What follows belongs to an exercise in optimizing a design on an open flow for small area, a short achievable clock period and few clock cycles per item; a production flow would make more cautious choices. No run shown here included a check of the RTL's function; only the layout flow was run. No activity file was given, so power comes from the tool's default toggle rates.

[flow/design.v]
`timescale 1 ns / 1 ps
`default_nettype none
module axi4l_slv_top #(
    parameter int ADDR_WIDTH = 12,
    parameter int DATA_WIDTH = 32
) (
    input var                     aclk,
    input var                     aresetn,
    input var  [  ADDR_WIDTH-1:0] s_axi_awaddr,
    input var  [             2:0] s_axi_awprot,
    input var                     s_axi_awvalid,
    output var                    s_axi_awready,
    input var  [  DATA_WIDTH-1:0] s_axi_wdata,
    input var  [DATA_WIDTH/8-1:0] s_axi_wstrb,
    input var                     s_axi_wvalid,
    output var                    s_axi_wready,
    output var [             1:0] s_axi_bresp,
    output var                    s_axi_bvalid,
    input var                     s_axi_bready,
    input var  [  ADDR_WIDTH-1:0] s_axi_araddr,
    input var  [             2:0] s_axi_arprot,
    input var                     s_axi_arvalid,
    output var                    s_axi_arready,
    output var [  DATA_WIDTH-1:0] s_axi_rdata,
    output var [             1:0] s_axi_rresp,
    output var                    s_axi_rvalid,
    input var                     s_axi_rready,
    output var                    irq_reg_irq,
    input var                     reg_irq_bit0,
    output var [            31:0] reg_a_b,
    input var  [            31:0] reg_c_d
);
  logic b_free, wr_hs;
  logic bvalid_q, berr_q;
  assign b_free = !bvalid_q || s_axi_bready;
  assign s_axi_awready = s_axi_wvalid && b_free;
  assign s_axi_wready = s_axi_awvalid && b_free;
  assign wr_hs = s_axi_awvalid && s_axi_wvalid && b_free;
  logic [9:0] wa;
  logic wa_lo;   
  assign wa = s_axi_awaddr[11:2];
  assign wa_lo = (wa[9:4] == 6'd0);
  logic wr_trap, wr_mask, wr_force, wr_trig, wr_a, wr_ok;
  assign wr_trap = wr_hs && wa_lo && (wa[3:0] == 4'd1);
  assign wr_mask = wr_hs && wa_lo && (wa[3:0] == 4'd2);
  assign wr_force = wr_hs && wa_lo && (wa[3:0] == 4'd3);
  assign wr_trig = wr_hs && wa_lo && (wa[3:0] == 4'd5);
  assign wr_a = wr_hs && wa_lo && (wa[3:0] == 4'd8);
  assign wr_ok = wa_lo && (wa[3:0] <= 4'd5 || wa[3:0] == 4'd8);
  always_ff @(posedge aclk) begin
    if (!aresetn) bvalid_q <= 1'b0;
    else if (wr_hs) bvalid_q <= 1'b1;
    else if (s_axi_bready) bvalid_q <= 1'b0;
  end
  always_ff @(posedge aclk) begin
    if (b_free) berr_q <= !wr_ok;
  end
  assign s_axi_bvalid = bvalid_q;
  assign s_axi_bresp = {berr_q, berr_q};
  logic trap_q, mask_q, trig_q, irq_in_q;
  logic [31:0] a_q;
  logic irq_event;
  always_ff @(posedge aclk) irq_in_q <= reg_irq_bit0;
  assign irq_event = reg_irq_bit0 && (!trig_q || !irq_in_q);
  always_ff @(posedge aclk) begin
    if (!aresetn) trap_q <= 1'b0;
    else
      trap_q <= (trap_q && !(wr_trap && !s_axi_wdata[0])) || (wr_force && s_axi_wdata[0]) ||
          irq_event;
  end
  always_ff @(posedge aclk) begin
    if (!aresetn) mask_q <= 1'b0;
    else if (wr_mask) mask_q <= s_axi_wdata[0];
  end
  always_ff @(posedge aclk) begin
    if (!aresetn) trig_q <= 1'b0;
    else if (wr_trig) trig_q <= s_axi_wdata[0];
  end
  logic a_ld, a_keep;
  assign a_ld = wr_a && aresetn;
  assign a_keep = !wr_a && aresetn;
  always_ff @(posedge aclk) a_q <= ({32{a_ld}} & s_axi_wdata) | ({32{a_keep}} & a_q);
  assign reg_a_b = a_q;
  assign irq_reg_irq = trap_q && mask_q;
  logic rvalid_q, rerr_q, r_free;
  logic [31:0] rdata_q;
  assign r_free = !rvalid_q || s_axi_rready;
  assign s_axi_arready = r_free;
  logic [9:0] ra;
  logic ra_lo;
  assign ra = s_axi_araddr[11:2];
  assign ra_lo = (ra[9:4] == 6'd0);
  logic ra_ok, rd_a, rd_c;
  assign ra_ok = ra_lo && (ra[3:0] <= 4'd5 || ra[3:0] == 4'd8 || ra[3:0] == 4'd9);
  assign rd_a = ra_lo && (ra[3:0] == 4'd8);
  assign rd_c = ra_lo && (ra[3:0] == 4'd9);
  logic rd_bit0;
  always_comb begin
    case (ra[3:0])
      4'd0: rd_bit0 = trap_q && mask_q;
      4'd1: rd_bit0 = trap_q;
      4'd2: rd_bit0 = mask_q;
      4'd4: rd_bit0 = irq_in_q;
      4'd5: rd_bit0 = trig_q;
      4'd8: rd_bit0 = a_q[0];
      4'd9: rd_bit0 = reg_c_d[0];
      default: rd_bit0 = 1'b0;
    endcase
  end
  always_ff @(posedge aclk) begin
    if (!aresetn) rvalid_q <= 1'b0;
    else if (r_free) rvalid_q <= s_axi_arvalid;
  end
  logic ld_a, ld_c, r_keep;
  assign ld_a = r_free && rd_a;
  assign ld_c = r_free && rd_c;
  assign r_keep = !r_free;
  always_ff @(posedge aclk) begin
    rdata_q[31:1] <= ({31{ld_a}} & a_q[31:1]) | ({31{ld_c}} & reg_c_d[31:1]) |
        ({31{r_keep}} & rdata_q[31:1]);
    rdata_q[0] <= (r_free && ra_lo && rd_bit0) || (r_keep && rdata_q[0]);
    rerr_q <= (r_free && !ra_ok) || (r_keep && rerr_q);
  end
  assign s_axi_rvalid = rvalid_q;
  assign s_axi_rdata = rdata_q;
  assign s_axi_rresp = {rerr_q, rerr_q};
endmodule
`default_nettype wire
[flow/constraint.sdc]
create_clock -name core_clock -period 3.0 [get_ports {aclk}]
set_input_delay 0.6000 -clock core_clock [delete_from_list [all_inputs] [get_ports {aclk}]]
set_output_delay 0.6000 -clock core_clock [all_outputs]
set_load 0.01 [all_outputs]
[flow/standard.sh]
#!/bin/bash
# synth_recipe.tcl (not shown) runs the flow's synth.tcl, then flattens the netlist and writes it again
# the make line also repeats each setting of config.mk as NAME=value (left out here)
make -C /OpenROAD-flow-scripts/flow DESIGN_CONFIG=/design/flow/config.mk WORK_HOME=/design/flow/orfs CLKGATE_MAP_FILE= SYNTH_SCRIPT=/design/flow/synth_recipe.tcl "${@:-finish}"
[flow/config.mk]
export PLATFORM = sky130hd
export DESIGN_NAME = axi4l_slv_top
export DESIGN_NICKNAME = axi4l_slv_top
export VERILOG_FILES = /design/flow/design.v
export SDC_FILE = /design/flow/constraint.sdc
export NUM_CORES = 4
export LEC_CHECK = 0
export ABC_AREA = 1
export ABC_CLOCK_PERIOD_IN_PS = 5000
export CAP_MARGIN = 20
export CORE_MARGIN = 2
export CORE_UTILIZATION = 40
export SETUP_SLACK_MARGIN = 1.4
export SLEW_MARGIN = 20
[flow/flow/run.sh]
#!/bin/bash
# Standard ORFS layout, but the port buffers are small sky130 buf_1 cells
# instead of the delay buffers buffer_ports picks by default.
set -euo pipefail
export BUFFER_PORTS_ARGS="-buffer_cell sky130_fd_sc_hd__buf_1"
bash standard.sh > standard.log 2>&1
==> results of run 1 <==
-- power by group --
| part | internal (uW) | leakage (uW) | switching [uW] |
|---|---|---|---|
| Sequential | 963 | 0.000582 | 2.93 |
| Combinational | 50.2 | 0.00106 | 79.9 |
| Clock | 539 | 0.000121 | 366 |
| Total | 1550 | 0.00176 | 449 |
-- kinds of logic after synthesis --
group	after synthesis	share of synthesized area
AO/OA/AOI/OAI	13	0.02440
buffers and inverters	45	0.07442
AND/OR/NAND/NOR	278	0.4262
flip-flops	72	0.4750
-- sequential cells by signal (all words and copies together), names as in the netlist, named ones only --
signal    cells
rdata_q      32
trap_q        1
bvalid_q      1
trig_q        1
a_q          32
mask_q        1
rvalid_q      1
berr_q        1
irq_in_q      1
-- area by class of cell --
cell class,instances,area [sq um]
multi-input cells,295,1473
clock buffers,11,162.7
repair buffers,183,803.3
flip-flops and latches,72,1466
inverters,16,60.06
fillers,762,3207
well taps,99,123.9
clock inverters,4,73.82
-- stage by stage --
stage / utilization / area, sq um / power, uW
after floorplan: - / 3092 / 1038
after detailed placement: 0.5071 / 3737 / 1107
final: 0.5649 / 4163 / 2001
after CTS: 0.5506 / 4058 / 2013
after global placement: 0.5071 / 3737 / 1106
after global routing: 0.5649 / 4163 / 2070
-- how the worst min path moves through the flow --
stage	end	from	slack (ps)	cells after the start
4_1_cts	irq_in_q	reg_irq_bit0	360	1
5_1_grt	irq_in_q	reg_irq_bit0	370	1
6_report	irq_in_q	reg_irq_bit0	370	1
3_3_place_gp	rdata_q[0]	rdata_q[0]	440	2
2_1_floorplan	trig_q	trig_q	450	2
3_5_place_dp	rdata_q[0]	rdata_q[0]	450	2
-- per-layer routing --
layer	wire length (um)	up-vias
met3	734	15
met5	0	-
met1	4010	1539
met4	191	0
met2	4558	133
li1	-	1691
-- placed cells by master, fill, tap and decap left out, types with 2 or more instances in the layout --
master / Yosys / routed
a21oi_1: 6 / 6
buf_1: 3 / 161
buf_12: 0 / 3
buf_2: 15 / 2
buf_4: 4 / 15
bufinv_16: 0 / 2
clkbuf_8: 0 / 10
dfxtp_1: 70 / 66
dfxtp_2: 0 / 4
edfxtp_1: 2 / 2
inv_1: 14 / 12
inv_2: 2 / 4
nand2_1: 107 / 107
nand2_2: 12 / 12
nand3_1: 131 / 131
nor2_1: 14 / 14
nor2_4: 1 / 6
nor3_1: 2 / 2
nor3_4: 0 / 3
o21ai_0: 3 / 3
-- repair_timing --
item	4_1_cts	5_1_grt
buffers inserted	5	8
endpoints found under the setup margin	66	67
pin swaps	4	5
cloned	2	2
gates resized for setup	5	12
-- worst max-delay path, delay by kind of cell, from the launching register on --
family / cells / cell delay, ps
buffers and inverters: 3 / 200
DFF: 1 / 340
and+or+nand+nor: 1 / 100
==> results.cfg, run 1 <==
[sta]
rsz0062_at_grt = true
finalMaxSlewViolations = 0
finalSetupViolations = 0
fin_hold_ws_ps = 372.1
min_period_over_period = 0.5268
fin_ws_ps = 1420
tightest_slew_ps = 492.1
final-hold-violation-count = 0
fin_worst_skew_ps = 9.715
fin_setup_tns_ps = 0
max_freq_ghz = 0.6327
slew_headroom = 0.6716
fin_crit_ps = 1580

[die]
fp.dieW_um = 91.70
start_util = 0.4175
core_area_sq_um = 7370
ioPinCount = 180
fp.dieH_um = 91.70
die_area_sq_um = 8409
rows = 31

[worst_setup_path]
critPathKind = flip-flop to primary output
rr_startpoint = rvalid_q
crit_fanout = 2
path_cells = inv_2 > nor2_4 > inv_2 > buf_6
cpMostUsedCell = inv_2
cp_data_arrival_time_ps = 980
r2r_setup_slack_ps = 1700
cp_slowest_cell = dfxtp_2
end_kind = primary output
worstRegToRegCells = 6
cp-startpoint = rvalid_q
timing.rr.end = rdata_q[30]
crit_required_ps = 2400
cp_slowest_stage_delay_ps = 340
worstSetupStartpointType = flip-flop
endpoint = s_axi_arready

[cts]
clkSinkCount = 72
hold_buffers = 0
clk_latency_ps = 340
cts-buffers-inserted = 9
ctsRootBufferMaster = clkbuf_8
htree_levels = 3
cts_tree = built
clk_pin_slew_ps = 80
ctsLongestPathBuffers = 2

[synth]
synth_ff_type = dfxtp_1
synthTopCellsByCount = 131 x nand3_1, 107 x nand2_1, 70 x dfxtp_1
ys_seq_area_frac = 0.4750
synth_edf_count = 2
synthTopCellsByArea = dfxtp_1 46%, nand3_1 21%, nand2_1 13%, buf_2 2.4%, nand2_2 2.4%
syn_inst = 408
synth.distinct_cells = 28
synth.most_common_cell = nand3_1
netlist_area_sq_um = 3077
syn_avg_cell_area_sq_um = 7.541
async_flop_share = 0
yosys.area.top_type = dfxtp_1
ys_warn_count = 1
synth_top_area_frac = 0.4555
ys_ff_latch = 72
syn_nets = 514

[route]
wl_per_cell_um = 13.96
drt-total-wl_um = 9494
drtAntennaViolNets = 0
drtIter0Drc = 113
vias = 3378
drt-pass1-iter-count = 4
viasPerCell = 4.968
drc = 0

[grt]
use_met2 = 0.3536
use_met3 = 0.04848
grt_busiest_layer = met2
grt_max_degree = 36
grtUsageTotal = 0.2125
antenna_found_initial = 0
grt_overflow = 0
grt_pass1_vias = 2994
grt_pass1_wl_um = 14280
met1_usage = 0.2625

[power_and_ir_drop]
leakagePower_uw = 0.001759
worst_ir_drop_vdd_mv = 0.2396
p_per_area_nw_per_um2 = 480.7

[final_layout]
nets = 683
diodes = 0
drive_gt1_frac = 0.1222
area_growth_pct = 35.30
stdcell_count = 680

[placement]
post-place-cells = 648
io_buffers = 165
place.detailed.hpwl_um = 5935
globalplace.congestion = 0.7990
preCtsSetupSlack_ps = 802.7

[hold_path]
hold_class = input pin to flip-flop

[run_status]
status = complete, no violations

[run]
cap_violations = 0
==> run 2: changes to the inputs <==
--- a/flow/config.mk
+++ b/flow/config.mk
@@ -6,9 +6,10 @@
 export NUM_CORES = 4
 export LEC_CHECK = 0
 export ABC_AREA = 1
-export ABC_CLOCK_PERIOD_IN_PS = 5000
 export CAP_MARGIN = 20
 export CORE_MARGIN = 2
 export CORE_UTILIZATION = 40
+export CTS_CLUSTER_DIAMETER = 150
+export CTS_CLUSTER_SIZE = 40
 export SETUP_SLACK_MARGIN = 1.4
 export SLEW_MARGIN = 20
==> run 2 against run 1 <==
Still clean on timing, DRC and antenna. Setup slack unchanged. Sequential share of layout area unchanged. Die area unchanged. Register-to-register slack about the same. Clock skew did not move. Cell area stayed put. First-iteration DRC count unchanged. Non-clock buffer count did not move. Global-route usage stayed put. Largest power group unchanged. Highest routed layer unchanged.
==> results.cfg, run 2 <==
[final_layout]
area_growth_pct = 35.30
stdcell_count = 680
diodes = 0
nets = 683
reg_top3 = a_q x32, rdata_q x32
drive_gt1_frac = 0.1222
final_common_cell = buf_1
layout_common_cells = 161 x buf_1, 131 x nand3_1, 107 x nand2_1, 66 x dfxtp_1, 15 x buf_4

[synth]
synthTopCellsByCount = 131 x nand3_1, 107 x nand2_1, 70 x dfxtp_1
syn_inst = 408
synth.most_common_cell = nand3_1
synth_edf_count = 2
ys_warn_count = 1
synth.distinct_cells = 28
netlist_area_sq_um = 3077
ys_seq_area_frac = 0.4750
syn_avg_cell_area_sq_um = 7.541
syn_nets = 514
async_flop_share = 0
synth_top_area_frac = 0.4555
yosys.area.top_type = dfxtp_1
synth_ff_type = dfxtp_1
synthTopCellsByArea = dfxtp_1 46%, nand3_1 21%, nand2_1 13%, buf_2 2.4%, nand2_2 2.4%
ys_ff_latch = 72

[worst_setup_path]
critPathKind = flip-flop to primary output
crit_fanout = 2
worstSetupStartpointType = flip-flop
end_kind = primary output
worstRegToRegCells = 6
cp_data_arrival_time_ps = 980
crit_required_ps = 2400

[placement]
post-place-cells = 648
io_buffers = 165
globalplace.congestion = 0.7990
place.detailed.hpwl_um = 5935

[die]
fp.dieW_um = 91.70
ioPinCount = 180
die_area_sq_um = 8409
fp.dieH_um = 91.70
rows = 31
core_area_sq_um = 7370
start_util = 0.4175

[route]
drtAntennaViolNets = 0
vias = 3378
viasPerCell = 4.968
wl_per_cell_um = 13.96
drt-pass1-iter-count = 4
drt-total-wl_um = 9494
drc = 0
drtIter0Drc = 113

[grt]
grt_pass1_vias = 2994
grtUsageTotal = 0.2125
grt_overflow = 0
grt_max_degree = 36
grt_pass1_wl_um = 14280
antenna_found_initial = 0

[hold_path]
hold_class = input pin to flip-flop
min_path_cells = 1

[sta]
fin_hold_ws_ps = 372.1
rsz0062_at_grt = true
fin_crit_ps = 1580
fin_setup_tns_ps = 0
max_freq_ghz = 0.6327
final-hold-violation-count = 0
finalMaxSlewViolations = 0
fin_worst_skew_ps = 9.715
slew_headroom = 0.6716
tightest_slew_ps = 492.1
finalSetupViolations = 0
min_period_over_period = 0.5268

[run]
cap_violations = 0

[power_and_ir_drop]
leakagePower_uw = 0.001759
p_per_area_nw_per_um2 = 480.7
worst_ir_drop_vdd_mv = 0.2396

[cts]
clk_latency_ps = 340
clk_pin_slew_ps = 80
ctsRootBufferMaster = clkbuf_8
cts-buffers-inserted = 9
cts_tree = built
htree_levels = 3
clkSinkCount = 72
ctsLongestPathBuffers = 2
hold_buffers = 0

[run_status]
status = complete, no violations
run 2: cell counts in the layout (fill, tap and decap cells not counted):
No cell type changed its count.
run 2: through the flow:
step                area [sq um]    util  setup slack (ps)  total power (uW)
detailed placement          3737  0.5071             802.7              1107
finish                      4163  0.5649              1420              2001
CTS                         4058  0.5506              1169              2013
floorplan                   3092       -              1407              1038
global route                4163  0.5649              1382              2070
global placement            3737  0.5071             811.4              1106
run 2: cell families after synthesis:
kind of cell / share of synthesized area
compound gates: 0.02440
flops: 0.4750
simple gates: 0.4262
buf+inv: 0.07442
run 2: critical path: stages (launching register included):
cell,delay (ps)
dfxtp_2,340
inv_2,40
nor2_4,100
inv_2,50
buf_6,110
run 2: per-layer routing:
metal	routed length [um]	GRT usage
met1	4010	0.2625
met5	0	0
met3	734	0.04848
met2	4558	0.3536
met4	191	0.09453
run 2: layout make-up:
| cell class | count | area, sq um |
|---|---|---|
| well taps | 99 | 123.9 |
| flip-flops and latches | 72 | 1466 |
| repair buffers | 183 | 803.3 |
| clock inverters | 4 | 73.82 |
| multi-input cells | 295 | 1473 |
| inverters | 16 | 60.06 |
| clock buffers | 11 | 162.7 |
| fillers | 762 | 3207 |
run 2: final timing paths:
| check | start | slack (ps) | endpoint |
|---|---|---|---|
| max reg2reg | rvalid_q | 1700 | rdata_q[30] |
| min reg2reg | rdata_q[0] | 450 | rdata_q[0] |
| min | reg_irq_bit0 | 370 | irq_in_q |
| max | rvalid_q | 1420 | s_axi_arready |
run 2: timing repair:
item / CTS / global route
endpoints found under the setup margin: 66 / 67
setup buffers: 5 / 8
pin swaps: 4 / 5
gates resized for setup: 5 / 12
endpoints found under the hold margin: 0 / 0
gates cloned: 2 / 2
run 2: power by group:
part | internal, uW | total [uW] | switching, uW | leakage (uW)
Clock | 539 | 905 | 366 | 0.000121
Sequential | 963 | 966 | 2.93 | 0.000582
Combinational | 50.2 | 130 | 79.9 | 0.00106
Total | 1550 | 2000 | 449 | 0.00176
==> run 3: changes to the inputs <==
--- a/flow/config.mk
+++ b/flow/config.mk
@@ -8,8 +8,6 @@
 export ABC_AREA = 1
 export CAP_MARGIN = 20
 export CORE_MARGIN = 2
-export CORE_UTILIZATION = 40
-export CTS_CLUSTER_DIAMETER = 150
-export CTS_CLUSTER_SIZE = 40
+export CORE_UTILIZATION = 60
 export SETUP_SLACK_MARGIN = 1.4
 export SLEW_MARGIN = 20
==> run 3 against run 2 <==
Setup slack got worse by 47 ps. Critical path depth rose by 6. Core utilization rose by 26 points. Sequential cell count did not move. Non-clock buffer count rose by 10. Largest power group unchanged. Area after synthesis did not move. Largest cell class is now registers. Wire length rose by 0.59%. Global-route usage rose by 10 points. Still clean on timing, DRC and antenna. Sequential power barely moved.
==> results.cfg, run 3 <==
[route]
viasPerCell = 5.400
vias = 3564
drtIter0Drc = 166
wl_per_cell_um = 14.47
drt-total-wl_um = 9550
drtAntennaViolNets = 0
drc = 0
drt-pass1-iter-count = 4

[final_layout]
drive_gt1_frac = 0.1424
reg_top3 = a_q x32, rdata_q x32
final_util = 0.8263
area_growth_pct = 35.42
diodes = 0
final_common_cell = buf_1
layout_common_cells = 158 x buf_1, 131 x nand3_1, 107 x nand2_1, 67 x dfxtp_1, 23 x buf_4
multiInputGateArea_sq_um = 1460
register_area_sq_um = 1465
final.fill_count = 365
nets = 692

[sta]
fin_worst_skew_ps = 6.520
tightest_slew_ps = 440.6
fin_hold_ws_ps = 411.9
rsz0062_at_grt = true
fin_setup_tns_ps = 0
slew_headroom = 0.7062
finalSetupViolations = 0
fin_crit_ps = 1628
final-hold-violation-count = 0
fin_ws_ps = 1372
max_freq_ghz = 0.6144
finalMaxSlewViolations = 0
min_period_over_period = 0.5425

[synth]
yosys.area.top_type = dfxtp_1
ys_ff_latch = 72
netlist_area_sq_um = 3077
synth.most_common_cell = nand3_1
syn_nets = 514
synth_top_area_frac = 0.4555
synth_edf_count = 2
synth.distinct_cells = 28
synthTopCellsByCount = 131 x nand3_1, 107 x nand2_1, 70 x dfxtp_1
synth_ff_type = dfxtp_1
async_flop_share = 0
ys_seq_area_frac = 0.4750
ys_warn_count = 1
syn_avg_cell_area_sq_um = 7.541
syn_inst = 408
synthTopCellsByArea = dfxtp_1 46%, nand3_1 21%, nand2_1 13%, buf_2 2.4%, nand2_2 2.4%

[worst_setup_path]
end_kind = flip-flop
worstSetupStartpointType = flip-flop
critPathKind = flip-flop to flip-flop
r2r_setup_slack_ps = 1370
crit_fanout = 2
cp_data_arrival_time_ps = 1750
crit_required_ps = 3130
worstRegToRegCells = 10

[grt]
grt_overflow = 0
grt_pass1_wl_um = 13520
grt_pass1_vias = 2968
grtUsageTotal = 0.3137
grt_max_degree = 64
antenna_found_initial = 0

[cts]
clk_latency_ps = 350
htree_levels = 3
hold_buffers = 0
ctsLongestPathBuffers = 2
ctsRootBufferMaster = clkbuf_8
cts-buffers-inserted = 9
clk_pin_slew_ps = 70
clkSinkCount = 72
cts_tree = built

[die]
fp.dieH_um = 75.61
start_util = 0.6102
ioPinCount = 180
rows = 26
die_area_sq_um = 5717
core_area_sq_um = 5042
fp.dieW_um = 75.61

[power_and_ir_drop]
worst_ir_drop_vdd_mv = 0.3396
leakagePower_uw = 0.001770
p_total_uw = 1850
p_per_area_nw_per_um2 = 444.1

[run]
cap_violations = 0

[run_status]
status = complete, no violations

[placement]
preCtsSetupSlack_ps = 845.4
io_buffers = 165
globalplace.congestion = 0.9142
place.detailed.hpwl_um = 5661

[hold_path]
min_path_cells = 1
hold_class = input pin to flip-flop
## run 3: cell counts after synthesis
No cell type changed its count.
## run 3: path summary, 6_finish.rpt
check | endpoint | from
min | irq_in_q | reg_irq_bit0
max reg2reg | flip-flop | rvalid_q
min reg2reg | rdata_q[0] | rdata_q[0]
max | flip-flop | rvalid_q
## run 3: timing repair
item / 4_1_cts / 5_1_grt
endpoints found under the hold margin: 0 / 0
setup buffers: 12 / 10
setup endpoints to repair: 52 / 69
pin swaps: 5 / 3
gates resized for setup: 15 / 7
gates cloned: 3 / 0
## run 3: cell families after synthesis
group                  after synthesis  share of synthesized area
buffers and inverters               45                    0.07442
AO/OA/AOI/OAI                       13                    0.02440
AND/OR/NAND/NOR                    278                     0.4262
flip-flops                          72                     0.4750
## run 3: critical path: stages, from the launching register on
cell	delay, ps
dfxtp_2	340
inv_2	50
nor2_4	110
inv_2	60
buf_4	130
buf_4	120
buf_4	120
buf_4	120
buf_4	120
buf_4	120
buf_4	120
## run 3: routing by layer
metal / GRT usage / wire (um)
met5: 0 / 0
met4: 0.1365 / 183
met3: 0.07540 / 731
met2: 0.5382 / 4761
met1: 0.3746 / 3873
## run 3: report_power, final
part	switching, uW	internal [uW]	leakage (uW)
clock	363	376	0.0000948
combinational	85.4	60.0	0.00109
sequential	3.03	963	0.000581
total	451	1400	0.00177
## run 3: stage by stage
step                      instance area, sq um  cells
after floorplan                           3092    408
after global placement                    3695    620
after detailed placement                  3695    620
after CTS                                 4063    650
after global routing                      4167    660
final                                     4167    660
## run 3: layout make-up
| cell class | instances | area share |
|---|---|---|
| flip-flops and latches | 72 | 0.3517 |
| clock inverters | 6 | 0.01471 |
| repair buffers | 193 | 0.2171 |
| inverters | 16 | 0.01532 |
| well taps | 70 | 0.02102 |
| clock buffers | 9 | 0.02973 |
| multi-input cells | 294 | 0.3505 |
==> run 4: changes to the inputs <==
--- a/flow/design.v
+++ b/flow/design.v
@@ -76,10 +76,10 @@
     if (!aresetn) trig_q <= 1'b0;
     else if (wr_trig) trig_q <= s_axi_wdata[0];
   end
-  logic a_ld, a_keep;
-  assign a_ld = wr_a && aresetn;
-  assign a_keep = !wr_a && aresetn;
-  always_ff @(posedge aclk) a_q <= ({32{a_ld}} & s_axi_wdata) | ({32{a_keep}} & a_q);
+  always_ff @(posedge aclk) begin
+    if (!aresetn) a_q <= '0;
+    else if (wr_a) a_q <= s_axi_wdata;
+  end
   assign reg_a_b = a_q;
   assign irq_reg_irq = trap_q && mask_q;
   logic rvalid_q, rerr_q, r_free;
@@ -90,36 +90,31 @@
   logic ra_lo;
   assign ra = s_axi_araddr[11:2];
   assign ra_lo = (ra[9:4] == 6'd0);
-  logic ra_ok, rd_a, rd_c;
-  assign ra_ok = ra_lo && (ra[3:0] <= 4'd5 || ra[3:0] == 4'd8 || ra[3:0] == 4'd9);
-  assign rd_a = ra_lo && (ra[3:0] == 4'd8);
-  assign rd_c = ra_lo && (ra[3:0] == 4'd9);
-  logic rd_bit0;
+  logic [31:0] rd_val;
   always_comb begin
-    case (ra[3:0])
-      4'd0: rd_bit0 = trap_q && mask_q;
-      4'd1: rd_bit0 = trap_q;
-      4'd2: rd_bit0 = mask_q;
-      4'd4: rd_bit0 = irq_in_q;
-      4'd5: rd_bit0 = trig_q;
-      4'd8: rd_bit0 = a_q[0];
-      4'd9: rd_bit0 = reg_c_d[0];
-      default: rd_bit0 = 1'b0;
-    endcase
+    rd_val = '0;
+    if (ra_lo) begin
+      case (ra[3:0])
+        4'd0: rd_val[0] = trap_q && mask_q;
+        4'd1: rd_val[0] = trap_q;
+        4'd2: rd_val[0] = mask_q;
+        4'd4: rd_val[0] = irq_in_q;
+        4'd5: rd_val[0] = trig_q;
+        4'd8: rd_val = a_q;
+        4'd9: rd_val = reg_c_d;
+        default: rd_val = '0;
+      endcase
+    end
   end
   always_ff @(posedge aclk) begin
     if (!aresetn) rvalid_q <= 1'b0;
     else if (r_free) rvalid_q <= s_axi_arvalid;
   end
-  logic ld_a, ld_c, r_keep;
-  assign ld_a = r_free && rd_a;
-  assign ld_c = r_free && rd_c;
-  assign r_keep = !r_free;
   always_ff @(posedge aclk) begin
-    rdata_q[31:1] <= ({31{ld_a}} & a_q[31:1]) | ({31{ld_c}} & reg_c_d[31:1]) |
-        ({31{r_keep}} & rdata_q[31:1]);
-    rdata_q[0] <= (r_free && ra_lo && rd_bit0) || (r_keep && rdata_q[0]);
-    rerr_q <= (r_free && !ra_ok) || (r_keep && rerr_q);
+    if (r_free) begin
+      rdata_q <= rd_val;
+      rerr_q  <= !(ra_lo && (ra[3:0] <= 4'd5 || ra[3:0] == 4'd8 || ra[3:0] == 4'd9));
+    end
   end
   assign s_axi_rvalid = rvalid_q;
   assign s_axi_rdata = rdata_q;
==> flow/config.mk (replaced) <==
export PLATFORM = sky130hd
export DESIGN_NAME = axi4l_slv_top
export DESIGN_NICKNAME = axi4l_slv_top
export VERILOG_FILES = /design/flow/design.v
export SDC_FILE = /design/flow/constraint.sdc
export NUM_CORES = 4
export LEC_CHECK = 0
export CAP_MARGIN = 20
export CORE_MARGIN = 2
export CORE_UTILIZATION = 40
export SLEW_MARGIN = 20
==> run 4 against run 3 <==
Final cell count decreased by 12%. Power increased by 11%. Wire length decreased by 3.7%. Area after synthesis increased by 5.0%. Clock power increased by 14%. Fmax decreased by 16%. Register-to-register slack improved by 180 ps. Critical path depth decreased by 4. Largest cell class unchanged. Highest routed layer unchanged.
==> results.cfg, run 4 <==
[sta]
fin_crit_ps = 1949
slew_headroom = 0.5408
fin_setup_tns_ps = 0
final-hold-violation-count = 0
fin_ws_ps = 1051
min_period_over_period = 0.6495
tightest_slew_ps = 687.8
max_freq_ghz = 0.5132
fin_worst_skew_ps = 6.037
finalSetupViolations = 0
finalMaxSlewViolations = 0
rsz0062_at_grt = false

[cts]
cts_resized = 0
clkSinkCount = 72
htree_levels = 3
clk_pin_slew_ps = 80
cts-buffers-inserted = 9
post_cts_buffers = 0
ctsLongestPathBuffers = 2
clk_latency_ps = 340
hold_buffers = 0
cts_tree = built
ctsRootBufferMaster = clkbuf_8

[worst_setup_path]
worstSetupStartpointType = input pin
cp_data_arrival_time_ps = 2140
path_cells = buf_1 > or4_4 > nand4b_4 > buf_4 > o21ai_1 > a21oi_1
end_kind = flip-flop
path_delay_family = simple AND/OR/NAND/NOR gates
crit_required_ps = 3200
critPathKind = input pin to flip-flop
crit_fanout = 19
path_buf_inv = 2
cp_slowest_stage_delay_ps = 530
cp_slowest_cell = or4_4

[synth]
yosys.area.top_type = edfxtp_1
netlist_area_sq_um = 3231
synth_edf_count = 34
ys_ff_latch = 72
ys_warn_count = 1
syn_nets = 423
synth.distinct_cells = 43
synth_ff_type = dfxtp_1
ys_seq_area_frac = 0.5515
synthTopCellsByCount = 38 x a21oi_1, 38 x dfxtp_1, 36 x nor2_1
syn_inst = 317
synth_top_area_frac = 0.3160
synthTopCellsByArea = edfxtp_1 32%, dfxtp_1 24%, a22oi_1 7.4%, a21oi_1 5.9%, nand3_1 5.1%
async_flop_share = 0
syn_avg_cell_area_sq_um = 10.19

[final_layout]
layout_common_cells = 165 x buf_1, 38 x a21oi_1, 38 x dfxtp_1, 36 x nor2_1, 34 x edfxtp_1
reg_top3 = a_q x32, rdata_q x32
stdcell_count = 580
drive_gt1_frac = 0.07531
nets = 579
final_common_cell = buf_1
area_growth_pct = 25.91
diodes = 0

[placement]
preCtsSetupSlack_ps = 706.4
io_buffers = 165
globalplace.congestion = 0.7447
post-place-cells = 564
place.detailed.hpwl_um = 6334

[route]
drtAntennaViolNets = 0
wl_per_cell_um = 15.86
viasPerCell = 5.274
drtIter0Drc = 156
drc = 0
drt-pass1-iter-count = 4
drt-total-wl_um = 9201
vias = 3059

[die]
start_util = 0.4159
rows = 32
die_area_sq_um = 8812
fp.dieW_um = 93.87
core_area_sq_um = 7767
ioPinCount = 180
fp.dieH_um = 93.87

[power_and_ir_drop]
combPwrFrac = 0.074
internal_power_uw = 1571
p_per_area_nw_per_um2 = 502.8
p_total_uw = 2045
worst_ir_drop_vdd_mv = 0.2106
clkPwrFrac = 0.412
leakagePower_uw = 0.001283
pwr-share-seq = 0.514
p_sw_uw = 474.5
swShare = 0.2320

[grt]
grt_pass1_wl_um = 14040
grt_max_degree = 38
grtUsageTotal = 0.2079
antenna_found_initial = 0
grt_overflow = 0
grt_pass1_vias = 2833

[run]
cap_violations = 0

[run_status]
status = complete, no violations

[hold_path]
hold_class = input pin to flip-flop
run 4: cell types whose count changed in the layout (fill, tap and decap cells not counted), moves of 32 or more:
cell,before,now
nand2_1,107,9
nand3_1,131,33
o21ai_1,0,33
a21oi_1,6,38
a22oi_1,0,32
edfxtp_1,2,34
run 4: worst paths after layout:
check / start / to / slack, ps / depth (start not counted)
min: reg_irq_bit0 / irq_in_q / 410 / 1
min reg2reg: mask_q / mask_q / 490 / 2
max: s_axi_awaddr[7] / a_q[31] / 1050 / 6
max reg2reg: bvalid_q / a_q[31] / 1550 / 5
run 4: power groups by stage:
stage	clock network (uW)	logic, uW	registers, uW
3_5_place_dp	0	151	1070
6_report	842	151	1050
5_1_grt	899	167	1050
3_3_place_gp	0	150	1070
4_1_cts	863	152	1050
2_1_floorplan	0	56.3	1090
run 4: per-stage QoR:
stage | util | cell area [sq um] | hold WS [ps]
4_1_cts | 0.5237 | 4068 | 382.2
2_1_floorplan | - | 3231 | 448.0
6_report | 0.5237 | 4068 | 405.6
5_1_grt | 0.5237 | 4068 | 393.8
3_5_place_dp | 0.4955 | 3849 | 477.8
3_3_place_gp | 0.4955 | 3849 | 467.0
run 4: cell type report:
| type | count | area [sq um] |
|---|---|---|
| inverter | 2 | 7.507 |
| timing repair buffer | 175 | 694.4 |
| multi-input combinational | 213 | 1237 |
| clock inverter | 7 | 95.09 |
| fill | 766 | 3700 |
| tap | 102 | 127.6 |
| clock buffer | 9 | 123.9 |
| sequential | 72 | 1782 |
run 4: kinds of logic after synthesis:
kind of cell / Yosys count / share of synthesized area
flip-flops: 72 / 0.5515
buffers and inverters: 32 / 0.07435
AND/OR/NAND/NOR: 101 / 0.1677
multiplexers: 1 / 0.003485
AO/OA/AOI/OAI: 111 / 0.2029
run 4: worst reg2reg max path, stage by stage, from the launching register on:
cell,delay (ps)
dfxtp_1,340
nand2b_4,110
nand4b_4,280
buf_4,330
o21ai_1,170
a21oi_1,80
run 4: routing by layer:
| layer | global-route usage | up-vias | wire, um |
|---|---|---|---|
| met5 | 0 | - | 0 |
| met4 | 0.07609 | 0 | 116 |
| li1 | - | 1489 | - |
| met1 | 0.2820 | 1411 | 4154 |
| met3 | 0.04896 | 10 | 799 |
| met2 | 0.3238 | 149 | 4131 |
==> run 5: changes to the inputs <==
--- a/flow/config.mk
+++ b/flow/config.mk
@@ -8,4 +8,5 @@
 export CAP_MARGIN = 20
 export CORE_MARGIN = 2
 export CORE_UTILIZATION = 40
+export SETUP_SLACK_MARGIN = 1.4
 export SLEW_MARGIN = 20
==> run 5 against run 4 <==
Non-clock buffer count up 13. Clock power down 8.8%. Count of clock-buffer cells in the layout up 2. Cell area up 6.8%. Fmax up 11%. Highest routed layer unchanged. Largest cell class unchanged. Critical endpoint is now a_q[7]. Still clean on timing, DRC and antenna. Critical path depth up 1. Combinational power up 13%. Clock skew up 1.5 ps.
==> results.cfg, run 5 <==
[sta]
fin_crit_ps = 1756
finalSetupViolations = 0
finalMaxSlewViolations = 0
fin_worst_skew_ps = 7.547
max_freq_ghz = 0.5696
tightest_slew_ps = 662.8
min_period_over_period = 0.5852
slew_headroom = 0.5575
final-hold-violation-count = 0
fin_setup_tns_ps = 0
fin_hold_ws_ps = 409.2
rsz0062_at_grt = true

[final_layout]
multiInputGateArea_sq_um = 1275
nets = 592
register_area_sq_um = 1782
drive_gt1_frac = 0.1222
layout_common_cells = 159 x buf_1, 38 x a21oi_1, 38 x dfxtp_1, 36 x nor2_1, 34 x edfxtp_1
final.fill_count = 767
diodes = 0
area_growth_pct = 34.47
reg_top3 = a_q x32, rdata_q x32
stdcell_area_sq_um = 4344
final_common_cell = buf_1

[placement]
place_area_sq_um = 3857
globalplace.congestion = 0.7630
place.detailed.hpwl_um = 6101
io_buffers = 165

[synth]
yosys.area.top_type = edfxtp_1
synth.distinct_cells = 43
syn_inst = 317
synth_top_area_frac = 0.3160
synthTopCellsByArea = edfxtp_1 32%, dfxtp_1 24%, a22oi_1 7.4%, a21oi_1 5.9%, nand3_1 5.1%
ys_ff_latch = 72
netlist_area_sq_um = 3231
synth_ff_type = dfxtp_1
synthTopCellsByCount = 38 x a21oi_1, 38 x dfxtp_1, 36 x nor2_1
syn_nets = 423
ys_warn_count = 1
syn_avg_cell_area_sq_um = 10.19
ys_seq_area_frac = 0.5515
synth_edf_count = 34
async_flop_share = 0

[grt]
antenna_found_initial = 0
grt_overflow = 0
grt_max_degree = 38
grt_pass1_wl_um = 14070
grtUsageTotal = 0.2052
grt_pass1_vias = 2860

[cts]
clkSinkCount = 72
htree_levels = 3
hold_buffers = 0
ctsLongestPathBuffers = 2
clk_pin_slew_ps = 70
cts-buffers-inserted = 9
ctsRootBufferMaster = clkbuf_8
cts_tree = built
clk_latency_ps = 330

[die]
die_area_sq_um = 8812
start_util = 0.4159
fp.dieH_um = 93.87
ioPinCount = 180
core_area_sq_um = 7767
rows = 32
fp.dieW_um = 93.87

[route]
viasPerCell = 5.329
drc = 0
vias = 3160
wl_per_cell_um = 16.38
drtAntennaViolNets = 0
drt-total-wl_um = 9713
drt-pass1-iter-count = 5
drtIter0Drc = 102

[worst_setup_path]
crit_cells = 7
crit_fanout = 9
cp_data_arrival_time_ps = 1950
path_delay_family = simple AND/OR/NAND/NOR gates
worstSetupStartpointType = input pin
worstRegToRegCells = 7
path_buf_inv = 3
cp_slowest_stage_delay_ps = 530
crit_required_ps = 3190
cp_slowest_cell = or4_4
path_cells = buf_1 > or4_4 > nand4b_4 > buf_12 > clkbuf_16 > o21ai_1 > a21oi_1
end_kind = flip-flop
critPathKind = input pin to flip-flop

[run]
cap_violations = 0

[power_and_ir_drop]
leakagePower_uw = 0.001426
p_per_area_nw_per_um2 = 458.1
worst_ir_drop_vdd_mv = 0.2457

[hold_path]
hold_class = input pin to flip-flop
min_path_cells = 1

[run_status]
status = complete, no violations
-- run 5: changes by cell type in the layout (fill, tap and decap cells not counted), sizes merged --
cell,previous run,this run
buf,175,184
clkbuf,9,15
bufinv,2,1
inv,3,2
-- run 5: path summary, 6_finish.rpt --
path / from / to / slack, ps
hold reg to reg: trig_q / trig_q / 480
setup reg to reg: bvalid_q / a_q[7] / 1670
setup / recovery: s_axi_awaddr[7] / a_q[7] / 1240
hold / removal: reg_irq_bit0 / irq_in_q / 410
-- run 5: final cells by class --
cell class / count / share of cell area
clock buffer: 11 / 0.03255
clock inverter: 5 / 0.01296
inverter: 2 / 0.001728
multi-input combinational: 213 / 0.2935
sequential: 72 / 0.4101
tap: 102 / 0.02938
timing repair buffer: 188 / 0.2198
-- run 5: metal layers --
layer,up-vias,share of wire,global-route usage
met1,1487,0.43,0.2637
li1,1519,-,-
met2,145,0.47,0.3387
met4,0,0.012,0.07246
met3,9,0.081,0.04735
met5,-,0,0
-- run 5: per-stage QoR --
stage / std cells / total power, uW / utilization / setup slack (ps)
after floorplan: 317 / 1143 / - / 1118
after global placement: 563 / 1225 / 0.4966 / 668.8
after detailed placement: 563 / 1228 / 0.4966 / 618.8
after CTS: 584 / 1994 / 0.5332 / 1297
after global routing: 593 / 2068 / 0.5593 / 1198
final: 593 / 1990 / 0.5593 / 1244
-- run 5: power breakdown --
part / switching, uW / internal [uW] / total [uW]
Clock: 362 / 406 / 768
Combinational: 100 / 69.5 / 170
Sequential: 7.32 / 1040 / 1050
-- run 5: logic make-up after synthesis --
| kind of cell | Yosys count | share of synthesized area |
|---|---|---|
| buffers and inverters | 32 | 0.07435 |
| and+or+nand+nor | 101 | 0.1677 |
| muxes | 1 | 0.003485 |
| DFF | 72 | 0.5515 |
| AOI/OAI and AO/OA | 111 | 0.2029 |
-- run 5: worst reg2reg max path: cells and delay by family, from the launching register on --
family / cells / cell delay (ps)
AO/OA/AOI/OAI: 2 / 220
AND/OR/NAND/NOR: 2 / 180
buffers and inverters: 3 / 460
flip-flops: 1 / 330
-- run 5: timing repair --
item | 4_1_cts | 5_1_grt
pin swaps | 3 | 1
endpoints found under the setup margin | 48 | 40
cloned | 0 | 4
buffers inserted | 5 | 5
hold endpoints to repair | 0 | 0
resized for setup | 15 | 17
==> run 6: changes to the inputs <==
--- a/flow/config.mk
+++ b/flow/config.mk
@@ -5,6 +5,7 @@
 export SDC_FILE = /design/flow/constraint.sdc
 export NUM_CORES = 4
 export LEC_CHECK = 0
+export ABC_AREA = 1
 export CAP_MARGIN = 20
 export CORE_MARGIN = 2
 export CORE_UTILIZATION = 40
==> run 6 against run 5 <==
Still clean. Setup slack improved by 140 ps. Sequential cell count did not move. Cell area is 3.6% lower. Combinational power fell by 6%. Fmax grew 8.7%. Critical path type is now input pin to primary output. Largest power group unchanged.
==> results.cfg, run 6 <==
[cts]
ctsRootBufferMaster = clkbuf_8
cts_tree = built
hold_buffers = 0
clkSinkCount = 72
clk_pin_slew_ps = 70
cts-buffers-inserted = 9
ctsLongestPathBuffers = 2
htree_levels = 3
clk_latency_ps = 340

[final_layout]
drive_gt1_frac = 0.09159
layout_common_cells = 160 x buf_1, 87 x nand2_1, 71 x a21oi_1, 71 x nand3_1, 35 x dfxtp_1
reg_top3 = a_q x32, rdata_q x32
stdcell_area_sq_um = 4188
nets = 636
area_growth_pct = 29.68
diodes = 0
final_common_cell = buf_1

[grt]
grt_busiest_layer = met2
antenna_found_initial = 0
met1_usage = 0.2673
use_met2 = 0.3530
grt_pass1_wl_um = 14430
grt_max_degree = 38
grt_pass1_vias = 2953
grtUsageTotal = 0.2098
use_met3 = 0.04334
grt_overflow = 0

[synth]
ys_warn_count = 1
syn_nets = 477
synth_top_area_frac = 0.3162
synth_edf_count = 34
synth.most_common_cell = nand2_1
synth_ff_type = dfxtp_1
yosys.area.top_type = edfxtp_1
netlist_area_sq_um = 3229
ys_seq_area_frac = 0.5517
async_flop_share = 0
synth.distinct_cells = 23
syn_inst = 371
synthTopCellsByArea = edfxtp_1 32%, dfxtp_1 24%, a21oi_1 11%, nand3_1 11%, nand2_1 10%
ys_ff_latch = 72
synthTopCellsByCount = 88 x nand2_1, 71 x a21oi_1, 71 x nand3_1
syn_avg_cell_area_sq_um = 8.704

[sta]
fin_crit_ps = 1616
fin_worst_skew_ps = 11.21
fin_setup_tns_ps = 0
final-hold-violation-count = 0
min_period_over_period = 0.5386
finalSetupViolations = 0
rsz0062_at_grt = true
slew_headroom = 0.5712
max_freq_ghz = 0.6189
finalMaxSlewViolations = 0
tightest_slew_ps = 642.2

[worst_setup_path]
path_delay_family = buffers and inverters
crit_fanout = 4
cp_slowest_cell = buf_2
cp_data_arrival_time_ps = 1020
critPathKind = input pin to primary output
crit_required_ps = 2400
end_kind = primary output
cp_slowest_stage_delay_ps = 140
path_cells = buf_1 > inv_2 > a21boi_1 > buf_2
worstSetupStartpointType = input pin
path_buf_inv = 3

[power_and_ir_drop]
leakagePower_uw = 0.001366
p_total_uw = 2146
worst_ir_drop_vdd_mv = 0.2068
p_per_area_nw_per_um2 = 512.5

[route]
drtIter0Drc = 118
drc = 0
drt-total-wl_um = 9083
viasPerCell = 4.951
wl_per_cell_um = 14.26
drtAntennaViolNets = 0
drt-pass1-iter-count = 4
vias = 3154

[hold_path]
hold_class = input pin to flip-flop

[die]
start_util = 0.4158
core_area_sq_um = 7767
ioPinCount = 180
fp.dieW_um = 93.85
fp.dieH_um = 93.85
rows = 32
die_area_sq_um = 8808

[placement]
io_buffers = 165
place_area_sq_um = 3857
globalplace.congestion = 0.7613
place.detailed.hpwl_um = 6048

[run]
cap_violations = 0

[run_status]
status = complete, no violations
-- run 6: cell count changes after synthesis, moves of 24 or more --
cell     before  now
nand3_1      33   71
a21oi_1      38   71
a22oi_1      32    0
o21ai_1      33    0
nor2_1       36   12
nand2_1       9   88
-- run 6: what timing repair did --
| item | in CTS | in global routing |
|---|---|---|
| pin swaps | 1 | 2 |
| gates cloned | 1 | 0 |
| endpoints found under the setup margin | 22 | 26 |
| resized for setup | 12 | 8 |
| setup buffers | 2 | 1 |
-- run 6: worst paths after layout --
path | from | endpoint | slack [ps] | cells past startpoint
max reg2reg | bvalid_q | a_q[1] | 1700 | 6
max | s_axi_bready | s_axi_wready | 1380 | 4
min | reg_irq_bit0 | irq_in_q | 390 | 1
min reg2reg | a_q[24] | a_q[24] | 480 | 2
-- run 6: kinds of logic after synthesis --
logic type	count (synthesis)	share of synthesized area
compound gates	76	0.1205
simple gates	181	0.2499
flops	72	0.5517
buf+inv	42	0.07788
-- run 6: final cells by class --
type,instances,area (sq um)
flip-flops and latches,72,1788
fillers,801,3580
multi-input cells,258,1259
well taps,102,127.6
inverters,13,48.80
clock buffers,11,141.4
clock inverters,5,103.9
repair buffers,176,719.4
-- run 6: report_power, final --
group	internal (uW)	switching [uW]	leakage [uW]	total, uW
Combinational	55.9	104	0.000548	160
Clock	576	357	0.000124	933
Sequential	1040	9.16	0.000695	1050
-- run 6: layer usage --
layer,vias to the layer above,routed length (um)
met5,-,0
met4,0,128
met3,10,724
met2,123,4440
met1,1425,3789
li1,1596,-
-- run 6: stage by stage --
| stage | hold slack (ps) | worst slack, ps | util | std cells |
|---|---|---|---|---|
| 3_5_place_dp | 470.8 | 892.4 | 0.4966 | 617 |
| 5_1_grt | 391.4 | 1344 | 0.5391 | 637 |
| 2_1_floorplan | 452.6 | 1466 | - | 371 |
| 3_3_place_gp | 464.1 | 958.9 | 0.4966 | 617 |
| 4_1_cts | 374.2 | 1396 | 0.5351 | 636 |
| 6_report | 391.7 | 1384 | 0.5391 | 637 |
==> run 7: changes to the inputs <==
==> flow/run.sh (new file) <==
#!/bin/bash
# synth_recipe.tcl (not shown) runs the flow's synth.tcl, then flattens the netlist and writes it again
# the make line also repeats each setting of config.mk as NAME=value (left out here)
make -C /OpenROAD-flow-scripts/flow DESIGN_CONFIG=/design/flow/config.mk WORK_HOME=/design/flow/orfs CLKGATE_MAP_FILE= SYNTH_SCRIPT=/design/flow/synth_recipe.tcl finish
--- a/flow/config.mk
+++ b/flow/config.mk
@@ -5,9 +5,7 @@
 export SDC_FILE = /design/flow/constraint.sdc
 export NUM_CORES = 4
 export LEC_CHECK = 0
-export ABC_AREA = 1
 export CAP_MARGIN = 20
 export CORE_MARGIN = 2
 export CORE_UTILIZATION = 40
-export SETUP_SLACK_MARGIN = 1.4
 export SLEW_MARGIN = 20
removed: flow/flow/run.sh
removed: flow/standard.sh
==> run 7 against run 6 <==
Final cell count fell by 8.8%. Sequential cell count did not move. Power fell by 7.8%. Area after synthesis barely moved. Clock skew barely moved. Clock power fell by 28%. Register-to-register slack got worse by 130 ps. Largest cell class unchanged. Highest routed layer unchanged.
==> results.cfg, run 7 <==
[run]
cap_violations = 0

[route]
wl_met1_um = 4272
drtIter0Drc = 149
wl_per_cell_um = 17.17
dr_wl_met3_um = 980
drtAntennaViolNets = 0
met2_length_um = 4611
drt-total-wl_um = 9976
drt-pass1-iter-count = 4
drc = 0
vias = 3104
highest_layer = met4
viasPerCell = 5.343

[power_and_ir_drop]
leakagePower_uw = 0.001700
worst_ir_drop_vdd_mv = 0.2111
internal_power_uw = 1522
clkPwrFrac = 0.338
combPwrFrac = 0.131
p_per_area_nw_per_um2 = 389.4
pwr-share-seq = 0.531
swShare = 0.2315
p_sw_uw = 458.3

[synth]
synth_top_area_frac = 0.3160
synth_edf_count = 34
ys_warn_count = 1
async_flop_share = 0
ys_seq_area_frac = 0.5515
netlist_area_sq_um = 3231
synth.distinct_cells = 43
syn_nets = 423
ys_ff_latch = 72
syn_avg_cell_area_sq_um = 10.19
synthTopCellsByCount = 38 x a21oi_1, 38 x dfxtp_1, 36 x nor2_1
synthTopCellsByArea = edfxtp_1 32%, dfxtp_1 24%, a22oi_1 7.4%, a21oi_1 5.9%, nand3_1 5.1%
yosys.area.top_type = edfxtp_1
synth_ff_type = dfxtp_1
syn_inst = 317

[grt]
grt_overflow = 0
grt_pass1_wl_um = 15590
grtUsageTotal = 0.2298
grt_max_degree = 38
antenna_found_initial = 0
grt_pass1_vias = 3092

[worst_setup_path]
crit_required_ps = 2400
crit_fanout = 6
cp_data_arrival_time_ps = 1860
end_kind = primary output
worstSetupStartpointType = input pin
critPathKind = input pin to primary output

[final_layout]
layout_common_cells = 165 x clkdlybuf4s50_1, 38 x a21oi_1, 38 x dfxtp_1, 36 x nor2_1, 34 x edfxtp_1
final_common_cell = clkdlybuf4s50_1
stdcell_area_sq_um = 5085
final.fill_count = 660
diodes = 0
reg_top3 = a_q x32, rdata_q x32
nets = 581
area_growth_pct = 57.40
drive_gt1_frac = 0.07516

[sta]
rsz0062_at_grt = false
fin_setup_tns_ps = 0
finalSetupViolations = 0
fin_worst_skew_ps = 11.23
max_freq_ghz = 0.4065
fin_crit_ps = 2460
finalMaxSlewViolations = 0
final-hold-violation-count = 0
min_period_over_period = 0.8201
slew_headroom = 0.5608
tightest_slew_ps = 657.9

[placement]
place_area_sq_um = 4921
place.detailed.hpwl_um = 6941
globalplace.congestion = 0.8364
io_buffers = 165

[cts]
ctsRootBufferMaster = clkbuf_8
clk_latency_ps = 340
htree_levels = 3
post_cts_buffers = 0
cts-buffers-inserted = 9
ctsLongestPathBuffers = 2
hold_buffers = 0
cts_tree = built
cts_resized = 0
clkSinkCount = 72
clk_pin_slew_ps = 70

[hold_path]
hold_class = flip-flop to flip-flop

[die]
fp.dieW_um = 93.87
start_util = 0.4159
fp.dieH_um = 93.87
die_area_sq_um = 8812
ioPinCount = 180
core_area_sq_um = 7767
rows = 32

[run_status]
status = complete, no violations
run 7: cell types whose count changed after synthesis, sizes merged, moves of 24 or more:
cell,previous run,this run
nand3,72,33
a22oi,0,32
a21oi,71,38
nand2,90,9
o21ai,2,35
nor2,13,37
run 7: path summary, 6_finish.rpt:
path / from / to / slack [ps] / depth (start not counted)
worst max register to register: bvalid_q / a_q[15] / 1570 / 5
worst min-delay path: mask_q / mask_q / 490 / 2
worst min register to register: mask_q / mask_q / 490 / 2
worst max-delay path: s_axi_bready / s_axi_awready / 540 / 4
run 7: cells by family after synthesis:
group                  Yosys count  synth area share
AO/OA/AOI/OAI                  111            0.2029
buffers and inverters           32           0.07435
flip-flops                      72            0.5515
multiplexers                     1          0.003485
AND/OR/NAND/NOR                101            0.1677
run 7: routing by layer:
metal  vias to the layer above  track usage
met4                         0      0.07729
met2                       149       0.3762
met5                         -            0
met1                      1452       0.2948
met3                        11      0.06100
li1                       1492            -
run 7: worst max-delay path, cell delays in order:
cell and delay [ps]:
clkdlybuf4s50_1 450, nand2b_4 150, and2_1 130, clkdlybuf4s50_1 530
run 7: power groups by stage:
stage          clock, uW  sequential [uW]  combinational [uW]
6_report             669             1050                 259
5_1_grt              722             1050                 275
4_1_cts              687             1050                 259
3_5_place_dp           0             1070                 258
3_3_place_gp           0             1070                 256
2_1_floorplan          0             1090                56.3
run 7: through the flow:
stage	util	cells	setup WS (ps)	total power, uW	hold WS (ps)
after floorplan	-	317	875.7	1142	448.0
after global placement	0.6335	566	392.2	1330	467.1
after detailed placement	0.6335	566	347.4	1332	475.3
after CTS	0.6546	581	533.3	1999	488.5
after global routing	0.6546	581	496.4	2051	508.7
final	0.6546	581	539.8	1980	486.3
run 7: layout make-up:
class	count	area, sq um	area share
Inverter	2	7.507	0.001476
Clock buffer	11	141.4	0.02781
Multi-Input combinational cell	213	1237	0.2434
Timing Repair Buffer	177	1767	0.3474
Clock inverter	4	22.52	0.004429
Tap cell	102	127.6	0.02510
Sequential cell	72	1782	0.3504

separate check: timing with driven ports:
In the flow no input, the clock included, has a driving cell. The finished layouts below were timed again as built, in two steps. Step 1 (the two cells are an assumption about what drives the block):
set clk [get_ports {aclk}]
set_driving_cell -lib_cell sky130_fd_sc_hd__clkbuf_16 $clk
set_driving_cell -lib_cell sky130_fd_sc_hd__buf_2 [delete_from_list [all_inputs] $clk]
Step 2 moves the port delays by t, midway between the first and last clock arrival at a register: inputs arrive t later, outputs are due t later. That takes back most of the time a late clock gives input paths. a / b / c = ideal ports / drivers / drivers and shift; a / b = the first two.
run	t (ns)	setup WS [ns]	worst hold slack (ns)	worst register clock-pin slew, ns
run 1	0.370	1.420 / 1.386 / 1.137	0.372 / 0.364 / 0.454	0.08 / 0.08
run 2	0.370	1.420 / 1.386 / 1.137	0.372 / 0.364 / 0.454	0.08 / 0.08
run 3	0.377	1.372 / 1.361 / 1.009	0.412 / 0.410 / 0.459	0.08 / 0.08
run 4	0.364	1.051 / 1.056 / 0.692	0.406 / 0.401 / 0.487	0.08 / 0.08
run 5	0.359	1.244 / 1.253 / 0.894	0.409 / 0.401 / 0.478	0.08 / 0.08
run 6	0.362	1.384 / 1.360 / 1.111	0.392 / 0.393 / 0.480	0.08 / 0.08
run 7	0.360	0.540 / 0.513 / 0.303	0.486 / 0.486 / 0.486	0.08 / 0.08
After both steps every run listed still meets setup and hold. The setup slack of run 3, which loses most, moves by -0.011 ns with the drivers and by -0.363 ns with both steps.
